Context: an optimization exercise on an open-source flow, tuned for small area and a short achievable clock period. The choices shown serve that exercise and are no tape-out recipe.
Function was checked by simulation only, so behaviour that the tests miss may differ from the original.
Power is estimated from default activity; no workload was simulated.

Design reduce_instr, start of the top module:
module reduce_instr (
	input  [81:0] packetIn,
	input  [60:0] new_comm,
	input         clk,
	input         rst,
	output        rd_en,
	output [84:0] packetOut
);
clock: 20.0 ns
lec_check: 0
abc_area: 1
cap_margin: 20
core_margin: 2
core_utilization: 40
slew_margin: 20
standard.sh (not shown) runs the stock make flow with config.mk's settings and CLKGATE_MAP_FILE= SYNTH_SCRIPT=/design/flow/synth_recipe.tcl, a recipe that flattens the netlist after the stock synthesis.
==> flow/flow/run.sh <==
#!/bin/bash
# Standard synthesis; its combinational cells re-mapped by ABC for area
# (flip-flops untouched); then the standard layout steps, with buf_1 port
# buffers, a larger setup target for timing repair and a lighter clock tree.
set -euo pipefail
export BUFFER_PORTS_ARGS="-buffer_cell sky130_fd_sc_hd__buf_1"
export SETUP_SLACK_MARGIN=12
export CTS_ARGS="-sink_clustering_enable -repair_clock_nets -buf_list sky130_fd_sc_hd__clkbuf_8 -sink_clustering_size 14 -sink_clustering_max_diameter 80 -dont_use_dummy_load"
bash standard.sh synth > synth.log 2>&1
R=orfs/results/$FLOW_PLATFORM/reduce_instr/base
cp $R/1_2_yosys.v std_synth.v
export REMAP_LIB=$FLOW_HOME/platforms/$FLOW_PLATFORM/lib/sky130_fd_sc_hd__tt_025C_1v80.lib
export REMAP_IN=std_synth.v REMAP_OUT=remapped.v REMAP_TOP=$FLOW_TOP
export REMAP_DONT_USE="$(cat flow/dont_use.txt)"
export REMAP_FAST=flow/fast.abc
$FLOW_HOME/../tools/install/yosys/bin/yosys -c flow/remap.tcl > remap.log 2>&1
cp remapped.v $R/1_2_yosys.v
rm -f $R/1_synth.odb $R/1_synth.sdc
bash standard.sh finish > finish.log 2>&1
Other scripts of this flow, unchanged in this note and not shown: flow/flow/dont_use.txt, flow/flow/fast.abc, flow/flow/remap.tcl
Then changed:
--- a/flow/flow/run.sh
+++ b/flow/flow/run.sh
@@ -5,5 +5,5 @@
 set -euo pipefail
 export BUFFER_PORTS_ARGS="-buffer_cell sky130_fd_sc_hd__buf_1"
-export SETUP_SLACK_MARGIN=12
+export SETUP_SLACK_MARGIN=10
 export CTS_ARGS="-sink_clustering_enable -repair_clock_nets -buf_list sky130_fd_sc_hd__clkbuf_8 -sink_clustering_size 14 -sink_clustering_max_diameter 80 -dont_use_dummy_load"
 bash standard.sh synth > synth.log 2>&1
CORE_UTILIZATION = 55   (was 40)
Result:
- The new run passed the timing, design-rule and antenna checks
- routed wire length fell by a little under a tenth
- via count fell slightly
- die area fell by a quarter to a third
- utilization rose by 15 points
- clock skew fell by 0.063 ns
- count of clock-buffer cells in the layout fell by 3
- global-route usage rose by 5.9 points
- area after synthesis does not change
- combinational power fell by roughly a tenth
Then changed:
--- a/flow/flow/run.sh
+++ b/flow/flow/run.sh
@@ -5,5 +5,5 @@
 set -euo pipefail
 export BUFFER_PORTS_ARGS="-buffer_cell sky130_fd_sc_hd__buf_1"
-export SETUP_SLACK_MARGIN=10
+export SETUP_SLACK_MARGIN=8
 export CTS_ARGS="-sink_clustering_enable -repair_clock_nets -buf_list sky130_fd_sc_hd__clkbuf_8 -sink_clustering_size 14 -sink_clustering_max_diameter 80 -dont_use_dummy_load"
 bash standard.sh synth > synth.log 2>&1
Cell area fell by a few percent.
Non-clock buffer count fell by 15.
Power fell slightly.
Via count fell slightly.
Worst setup slack is worse by 0.34 ns.
Clock-buffer cell count stays the same.
Global-route usage fell by 0.32 points.
Combinational power fell by roughly a tenth.
Utilization fell by 1.7 points.
Wire length fell slightly.

========
Another version of the RTL of reduce_instr (not shown whole).
Size: about 14000 um^2 of cells after synthesis.
clock: 20.0 ns
lec_check: 0
abc_area: 1
cap_margin: 20
core_margin: 2
core_utilization: 70
slew_margin: 20
==> flow/flow/run.sh <==
#!/bin/bash
# Standard synthesis; its combinational cells re-mapped by ABC for area
# (flip-flops untouched); then the standard layout steps, with buf_1 port
# buffers, a larger setup target for timing repair and a lighter clock tree.
set -euo pipefail
export BUFFER_PORTS_ARGS="-buffer_cell sky130_fd_sc_hd__buf_1"
export SETUP_SLACK_MARGIN=9
export CTS_ARGS="-sink_clustering_enable -repair_clock_nets -buf_list sky130_fd_sc_hd__clkbuf_8 -sink_clustering_size 14 -sink_clustering_max_diameter 80 -dont_use_dummy_load"
bash standard.sh synth > synth.log 2>&1
R=orfs/results/$FLOW_PLATFORM/reduce_instr/base
cp $R/1_2_yosys.v std_synth.v
export REMAP_LIB=$FLOW_HOME/platforms/$FLOW_PLATFORM/lib/sky130_fd_sc_hd__tt_025C_1v80.lib
export REMAP_IN=std_synth.v REMAP_OUT=remapped.v REMAP_TOP=$FLOW_TOP
export REMAP_DONT_USE="$(cat flow/dont_use.txt)"
export REMAP_FAST=flow/fast.abc REMAP_AREA=flow/area.abc
$FLOW_HOME/../tools/install/yosys/bin/yosys -c flow/remap.tcl > remap.log 2>&1
cp remapped.v $R/1_2_yosys.v
rm -f $R/1_synth.odb $R/1_synth.sdc
bash standard.sh finish > finish.log 2>&1
Other scripts of this flow, unchanged in this note and not shown: flow/flow/area.abc, flow/flow/dont_use.txt, flow/flow/fast.abc, flow/flow/remap.tcl
Edit:
CORE_UTILIZATION = 60   (was 70)
The changed run finished with timing, DRC and antenna clean.
Final area goes down by 2.3%.
Area after synthesis is unchanged.
Wire length went down by 21%.
Setup slack gains 160 ps.
Worst hold slack improves by 4.1 ps.
Cell count barely changes.
Count of clock-buffer cells in the layout does not change.
Non-clock buffer count shrinks by 16.

========
RTL: one of the versions met above, not the one the previous note started from.
For scale: ~230 I/O pins, about 14000 um^2 of cells after synthesis.
clock: 20.0 ns
lec_check: 0
abc_area: 1
cap_margin: 20
core_margin: 2
core_utilization: 40
slew_margin: 20
==> flow/flow/run.sh <==
#!/bin/bash
# Standard synthesis; its combinational cells re-mapped by ABC for area
# (flip-flops untouched); then the standard layout steps, with buf_1 port
# buffers, a larger setup target for timing repair and a lighter clock tree.
set -euo pipefail
export BUFFER_PORTS_ARGS="-buffer_cell sky130_fd_sc_hd__buf_1"
export SETUP_SLACK_MARGIN=10
export CTS_ARGS="-sink_clustering_enable -repair_clock_nets -buf_list sky130_fd_sc_hd__clkbuf_8 -sink_clustering_size 14 -sink_clustering_max_diameter 80 -dont_use_dummy_load"
bash standard.sh synth > synth.log 2>&1
R=orfs/results/$FLOW_PLATFORM/reduce_instr/base
cp $R/1_2_yosys.v std_synth.v
export REMAP_LIB=$FLOW_HOME/platforms/$FLOW_PLATFORM/lib/sky130_fd_sc_hd__tt_025C_1v80.lib
export REMAP_IN=std_synth.v REMAP_OUT=remapped.v REMAP_TOP=$FLOW_TOP
export REMAP_DONT_USE="$(cat flow/dont_use.txt)"
export REMAP_FAST=flow/fast.abc
$FLOW_HOME/../tools/install/yosys/bin/yosys -c flow/remap.tcl > remap.log 2>&1
cp remapped.v $R/1_2_yosys.v
rm -f $R/1_synth.odb $R/1_synth.sdc
bash standard.sh finish > finish.log 2>&1
==> flow/flow/fast.abc <==
strash
dc2
dch
map -B 0.9
==> flow/flow/remap.tcl <==
# Re-map the combinational cells of the standard synthesis netlist with ABC's
# default area-oriented script. The flip-flop instances (names, cell types)
# are kept as they are: they are black boxes here.
set lib $::env(REMAP_LIB)
yosys read_liberty -ignore_miss_func -overwrite -setattr liberty_cell $lib
yosys read_verilog $::env(REMAP_IN)
yosys hierarchy -top $::env(REMAP_TOP)
set seq {}
foreach c [split [string trim [exec grep -oE {sky130_fd_sc_hd__[a-z0-9_]+} $::env(REMAP_IN) | sort -u]] "\n"] {
  if { [regexp {__(e?dfxtp|dfrtp|dfstp|dfbbp|sdf|dl)} $c] } { lappend seq $c }
}
yosys blackbox {*}$seq
yosys flatten
yosys opt -purge
set du {}
foreach c $::env(REMAP_DONT_USE) { lappend du -dont_use $c }
yosys select -set cone w:rd_en %cie*
yosys abc -script $::env(REMAP_FAST) -liberty $lib {*}$du @cone
yosys abc -liberty $lib {*}$du
yosys opt_clean -purge
yosys stat -liberty $lib
yosys write_verilog -noattr -nohex -nodec $::env(REMAP_OUT)
Other scripts of this flow, unchanged in this note and not shown: flow/flow/dont_use.txt
Change:
--- a/flow/flow/run.sh
+++ b/flow/flow/run.sh
@@ -15 +14,0 @@
-export REMAP_FAST=flow/fast.abc
--- a/flow/flow/remap.tcl
+++ b/flow/flow/remap.tcl
@@ -17,2 +16,0 @@
-yosys select -set cone w:rd_en %cie*
-yosys abc -script $::env(REMAP_FAST) -liberty $lib {*}$du @cone
removed: flow/flow/fast.abc
The new run produced a clean layout.
Register-to-register slack improves by 40 ps.
Design area rose slightly.
Synthesized area rose by a few percent.
Worst setup slack degrades by 1300 ps.
Hold slack degrades by 8.0 ps.
Fmax fell by roughly a tenth.
Wire length rose by roughly a tenth.
Global-route usage rose by 2.5 points.
Total power fell slightly.
Clock skew fell by 71 ps.

========
Setup of run A:
reduce_instr, a different RTL version from the one above (not shown whole).
For scale: ~14000 um2 of cells after synthesis.
Settings: LEC_CHECK=0, ABC_AREA=1, CAP_MARGIN=20, CORE_MARGIN=2, CORE_UTILIZATION=55, SLEW_MARGIN=20; clock period 20.0 ns.
==> flow/flow/run.sh <==
#!/bin/bash
# Standard synthesis; its combinational cells re-mapped by ABC for area
# (flip-flops untouched); then the standard layout steps, with buf_1 port
# buffers, a larger setup target for timing repair and a lighter clock tree.
set -euo pipefail
export BUFFER_PORTS_ARGS="-buffer_cell sky130_fd_sc_hd__buf_1"
export SETUP_SLACK_MARGIN=8
export CTS_ARGS="-sink_clustering_enable -repair_clock_nets -buf_list sky130_fd_sc_hd__clkbuf_8 -sink_clustering_size 14 -sink_clustering_max_diameter 80 -dont_use_dummy_load"
bash standard.sh synth > synth.log 2>&1
R=orfs/results/$FLOW_PLATFORM/reduce_instr/base
cp $R/1_2_yosys.v std_synth.v
export REMAP_LIB=$FLOW_HOME/platforms/$FLOW_PLATFORM/lib/sky130_fd_sc_hd__tt_025C_1v80.lib
export REMAP_IN=std_synth.v REMAP_OUT=remapped.v REMAP_TOP=$FLOW_TOP
export REMAP_DONT_USE="$(cat flow/dont_use.txt)"
export REMAP_FAST=flow/fast.abc REMAP_AREA=flow/area.abc
$FLOW_HOME/../tools/install/yosys/bin/yosys -c flow/remap.tcl > remap.log 2>&1
cp remapped.v $R/1_2_yosys.v
rm -f $R/1_synth.odb $R/1_synth.sdc
bash standard.sh finish > finish.log 2>&1
Other scripts of this flow, unchanged in this note and not shown: flow/flow/area.abc, flow/flow/dont_use.txt, flow/flow/fast.abc, flow/flow/remap.tcl
Changes in run B relative to run A:
diff --git a/flow/flow/run.sh b/flow/flow/run.sh
--- a/flow/flow/run.sh
+++ b/flow/flow/run.sh
@@ -7 +7 @@
-export SETUP_SLACK_MARGIN=8
+export SETUP_SLACK_MARGIN=9
Notes after the runs:
Diff run A -> run B | pin slew with the least headroom to its limit | increase of 10 ps. Changes observed in run B relative to run A: share of the clock period used by the worst path after layout fell 4.1 points, power rose about 1.1%, sum of routed wire length over all layers rose 630 um, placement-stage cell area about even. Run B vs. run A: final instance count without filler cells grew by 28; final area went up; arrival time at the worst endpoint fell by 810 ps; time the worst path needs with I/O delays and setup has decreased.
Setup changes, run B to run C
- swapping 55 for 65 in CORE_UTILIZATION
- Of the two values seen for launching instance or port of the critical path, packetIn[50] was produced by run B and packetIn[46] by run C.
- From run B to run C, number of instances on the worst hold path did not move at all.
- [run C] number of vias per cell rose 0.34 relative to run B
- In run C the initial core utilization turned out 9.4 points higher than in run B.
- From run B to run C the numbers moved as follows: switching share of power fell 0.15 points; via count rose 3.2%.
- Run C vs run B: number of detailed-routing iterations run before antenna repair down in run C
- Compared with run B, count of instances resized after the clock tree is built in run C decreased by more than 10%.
- Run C vs. run B: via count of the first global-routing pass went up by 91.
- Run C: full flow OK, the timing, design-rule and antenna checks passed
- The lower final instance count without filler cells came out of run C.
- On cell internal power dissipation, run B and run C are neck and neck.
- The higher final non-filler cell area came out of run B.
Input changes introduced in run D (baseline for comparison: run C):
- CORE_UTILIZATION changed from 65 to 55
diff --git a/flow/flow/run.sh b/flow/flow/run.sh
--- a/flow/flow/run.sh
+++ b/flow/flow/run.sh
@@ -7 +7 @@
-export SETUP_SLACK_MARGIN=9
+export SETUP_SLACK_MARGIN=10
[summary]
In summary, run D completed successfully, with a layout that passed the timing, design-rule and antenna checks.
Run D vs run C, sequential share of layout area went down by 2.0 points.
Start point of the critical path = packetIn[46]: run C; start point of the critical path = packetIn[47]: run D
Buffer count excluding the clock tree in the final layout in run D is 16 higher than in run C
Going from run C to run D, part of the power in the clock network decreased by 0.2 points relative to the old numbers; design area +4.3%; initial core utilization shows a reduction of 9.4 points.

========
Another version of the RTL of reduce_instr (not shown whole).
Size in the first run: roughly 13,000 um^2 of cells after synthesis.
export LEC_CHECK = 0
export ABC_AREA = 1
export CAP_MARGIN = 20
export CORE_MARGIN = 2
export CORE_UTILIZATION = 40
export SLEW_MARGIN = 20
create_clock -name core_clock -period 20.0 [get_ports {clk}]
==> flow/flow/run.sh <==
#!/bin/bash
# Standard synthesis; its combinational cells re-mapped by ABC for area
# (flip-flops untouched); then the standard layout steps, with buf_1 port
# buffers, a larger setup target for timing repair and a lighter clock tree.
set -euo pipefail
export BUFFER_PORTS_ARGS="-buffer_cell sky130_fd_sc_hd__buf_1"
export SETUP_SLACK_MARGIN=10
export CTS_ARGS="-sink_clustering_enable -repair_clock_nets -buf_list sky130_fd_sc_hd__clkbuf_8 -sink_clustering_size 14 -sink_clustering_max_diameter 80 -dont_use_dummy_load"
bash standard.sh synth > synth.log 2>&1
R=orfs/results/$FLOW_PLATFORM/reduce_instr/base
cp $R/1_2_yosys.v std_synth.v
export REMAP_LIB=$FLOW_HOME/platforms/$FLOW_PLATFORM/lib/sky130_fd_sc_hd__tt_025C_1v80.lib
export REMAP_IN=std_synth.v REMAP_OUT=remapped.v REMAP_TOP=$FLOW_TOP
export REMAP_DONT_USE="$(cat flow/dont_use.txt)"
$FLOW_HOME/../tools/install/yosys/bin/yosys -c flow/remap.tcl > remap.log 2>&1
cp remapped.v $R/1_2_yosys.v
rm -f $R/1_synth.odb $R/1_synth.sdc
bash standard.sh finish > finish.log 2>&1
==> flow/flow/remap.tcl <==
# Re-map the combinational cells of the standard synthesis netlist with ABC's
# default area-oriented script. The flip-flop instances (names, cell types)
# are kept as they are: they are black boxes here.
set lib $::env(REMAP_LIB)
yosys read_liberty -ignore_miss_func -overwrite -setattr liberty_cell $lib
yosys read_verilog $::env(REMAP_IN)
yosys hierarchy -top $::env(REMAP_TOP)
set seq {}
foreach c [split [string trim [exec grep -oE {sky130_fd_sc_hd__[a-z0-9_]+} $::env(REMAP_IN) | sort -u]] "\n"] {
  if { [regexp {__(e?dfxtp|dfrtp|dfstp|dfbbp|sdf|dl)} $c] } { lappend seq $c }
}
yosys blackbox {*}$seq
yosys flatten
yosys opt -purge
set du {}
foreach c $::env(REMAP_DONT_USE) { lappend du -dont_use $c }
yosys abc -liberty $lib {*}$du
yosys opt_clean -purge
yosys stat -liberty $lib
yosys write_verilog -noattr -nohex -nodec $::env(REMAP_OUT)
Other scripts of this flow, unchanged in this note and not shown: flow/flow/dont_use.txt
The baseline finished with timing, DRC and antenna clean.
Rerun with:
--- a/flow/flow/run.sh
+++ b/flow/flow/run.sh
@@ -14,2 +14,3 @@
 export REMAP_DONT_USE="$(cat flow/dont_use.txt)"
+export REMAP_FAST=flow/fast.abc
 $FLOW_HOME/../tools/install/yosys/bin/yosys -c flow/remap.tcl > remap.log 2>&1
==> flow/flow/fast.abc (new file) <==
strash
dc2
dch
map -B 0.9
--- a/flow/flow/remap.tcl
+++ b/flow/flow/remap.tcl
@@ -16,3 +16,3 @@
 foreach c $::env(REMAP_DONT_USE) { lappend du -dont_use $c }
-yosys abc -liberty $lib {*}$du
+yosys abc -script $::env(REMAP_FAST) -liberty $lib {*}$du
 yosys opt_clean -purge
Clock power is about the same.
Power goes up by 0.73%.
Combinational power goes up by about 12%.
Rerun with:
--- a/flow/flow/run.sh
+++ b/flow/flow/run.sh
@@ -7,3 +7,3 @@
 export SETUP_SLACK_MARGIN=10
-export CTS_ARGS="-sink_clustering_enable -repair_clock_nets -buf_list sky130_fd_sc_hd__clkbuf_8 -sink_clustering_size 14 -sink_clustering_max_diameter 80 -dont_use_dummy_load"
+export CTS_ARGS="-sink_clustering_enable -repair_clock_nets -buf_list sky130_fd_sc_hd__clkbuf_16 -sink_clustering_size 30 -sink_clustering_max_diameter 120 -dont_use_dummy_load"
 bash standard.sh synth > synth.log 2>&1
@@ -14,3 +14,2 @@
 export REMAP_DONT_USE="$(cat flow/dont_use.txt)"
-export REMAP_FAST=flow/fast.abc
 $FLOW_HOME/../tools/install/yosys/bin/yosys -c flow/remap.tcl > remap.log 2>&1
--- a/flow/flow/remap.tcl
+++ b/flow/flow/remap.tcl
@@ -16,3 +16,3 @@
 foreach c $::env(REMAP_DONT_USE) { lappend du -dont_use $c }
-yosys abc -script $::env(REMAP_FAST) -liberty $lib {*}$du
+yosys abc -liberty $lib {*}$du
 yosys opt_clean -purge
removed: flow/flow/fast.abc
The changed run completed with no timing, DRC or antenna violations; die area shrinks by 3.8%; final area fell by 5.7%; sequential power barely changes; flip-flop and latch count does not change; core utilization fell by 0.42 points; clock skew decreases by 10 ps; via count falls by 7.1%; combinational power falls by 9.8%; first-iteration DRC count rises by 20%.

-- separate check: timing with driven ports --
How much do the figures lean on ideal ports? The routed layouts below were timed once more, with nothing changed but the port constraints. Step 1: set_driving_cell puts a clkbuf_16 on clk and a buf_2 on each other input, an assumption about the parent block. Step 2 moves the port delays by t, midway between the first and last clock arrival at a register: inputs arrive t later, outputs are due t later. That takes back most of the time a late clock gives input paths. Slacks: ideal / step 1 / step 2; pairs: ideal / step 1.
| run | t, ns | slack for setup (ns) | hold slack, ns |
|---|---|---|---|
| the first run of note 1 | 0.613 | 8.827 / 8.764 / 8.764 | 0.454 / 0.454 / 0.454 |
| the second run of note 1 | 0.602 | 8.777 / 8.745 / 8.745 | 0.465 / 0.465 / 0.465 |
| the third run of note 1 | 0.621 | 8.435 / 8.414 / 8.414 | 0.465 / 0.465 / 0.465 |
| the first run of note 2 | 0.629 | 8.897 / 8.828 / 8.544 | 0.465 / 0.465 / 0.465 |
| the second run of note 2 | 0.583 | 9.060 / 9.023 / 8.873 | 0.469 / 0.469 / 0.469 |
| the first run of note 3 | 0.618 | 8.824 / 8.784 / 8.784 | 0.467 / 0.467 / 0.467 |
| the second run of note 3 | 0.618 | 7.531 / 7.494 / 7.494 | 0.459 / 0.459 / 0.459 |
| run A | 0.609 | 8.405 / 8.385 / 8.385 | 0.454 / 0.454 / 0.454 |
| run B | 0.605 | 9.216 / 9.195 / 9.176 | 0.450 / 0.450 / 0.450 |
| run C | 0.604 | 9.130 / 9.084 / 9.084 | 0.450 / 0.450 / 0.450 |
| run D | 0.619 | 9.459 / 9.338 / 9.338 | 0.456 / 0.456 / 0.456 |
| the first run of note 5 | 0.615 | 7.740 / 7.716 / 7.716 | 0.460 / 0.460 / 0.460 |
| the second run of note 5 | 0.624 | 8.424 / 8.363 / 8.363 | 0.467 / 0.467 / 0.467 |
| the third run of note 5 | 0.543 | 7.732 / 7.690 / 7.690 | 0.459 / 0.459 / 0.459 |
After both steps every run listed still meets setup and hold. The setup slack of the first run of note 2, which loses most, moves by -0.069 ns with the drivers and by -0.353 ns with both steps.
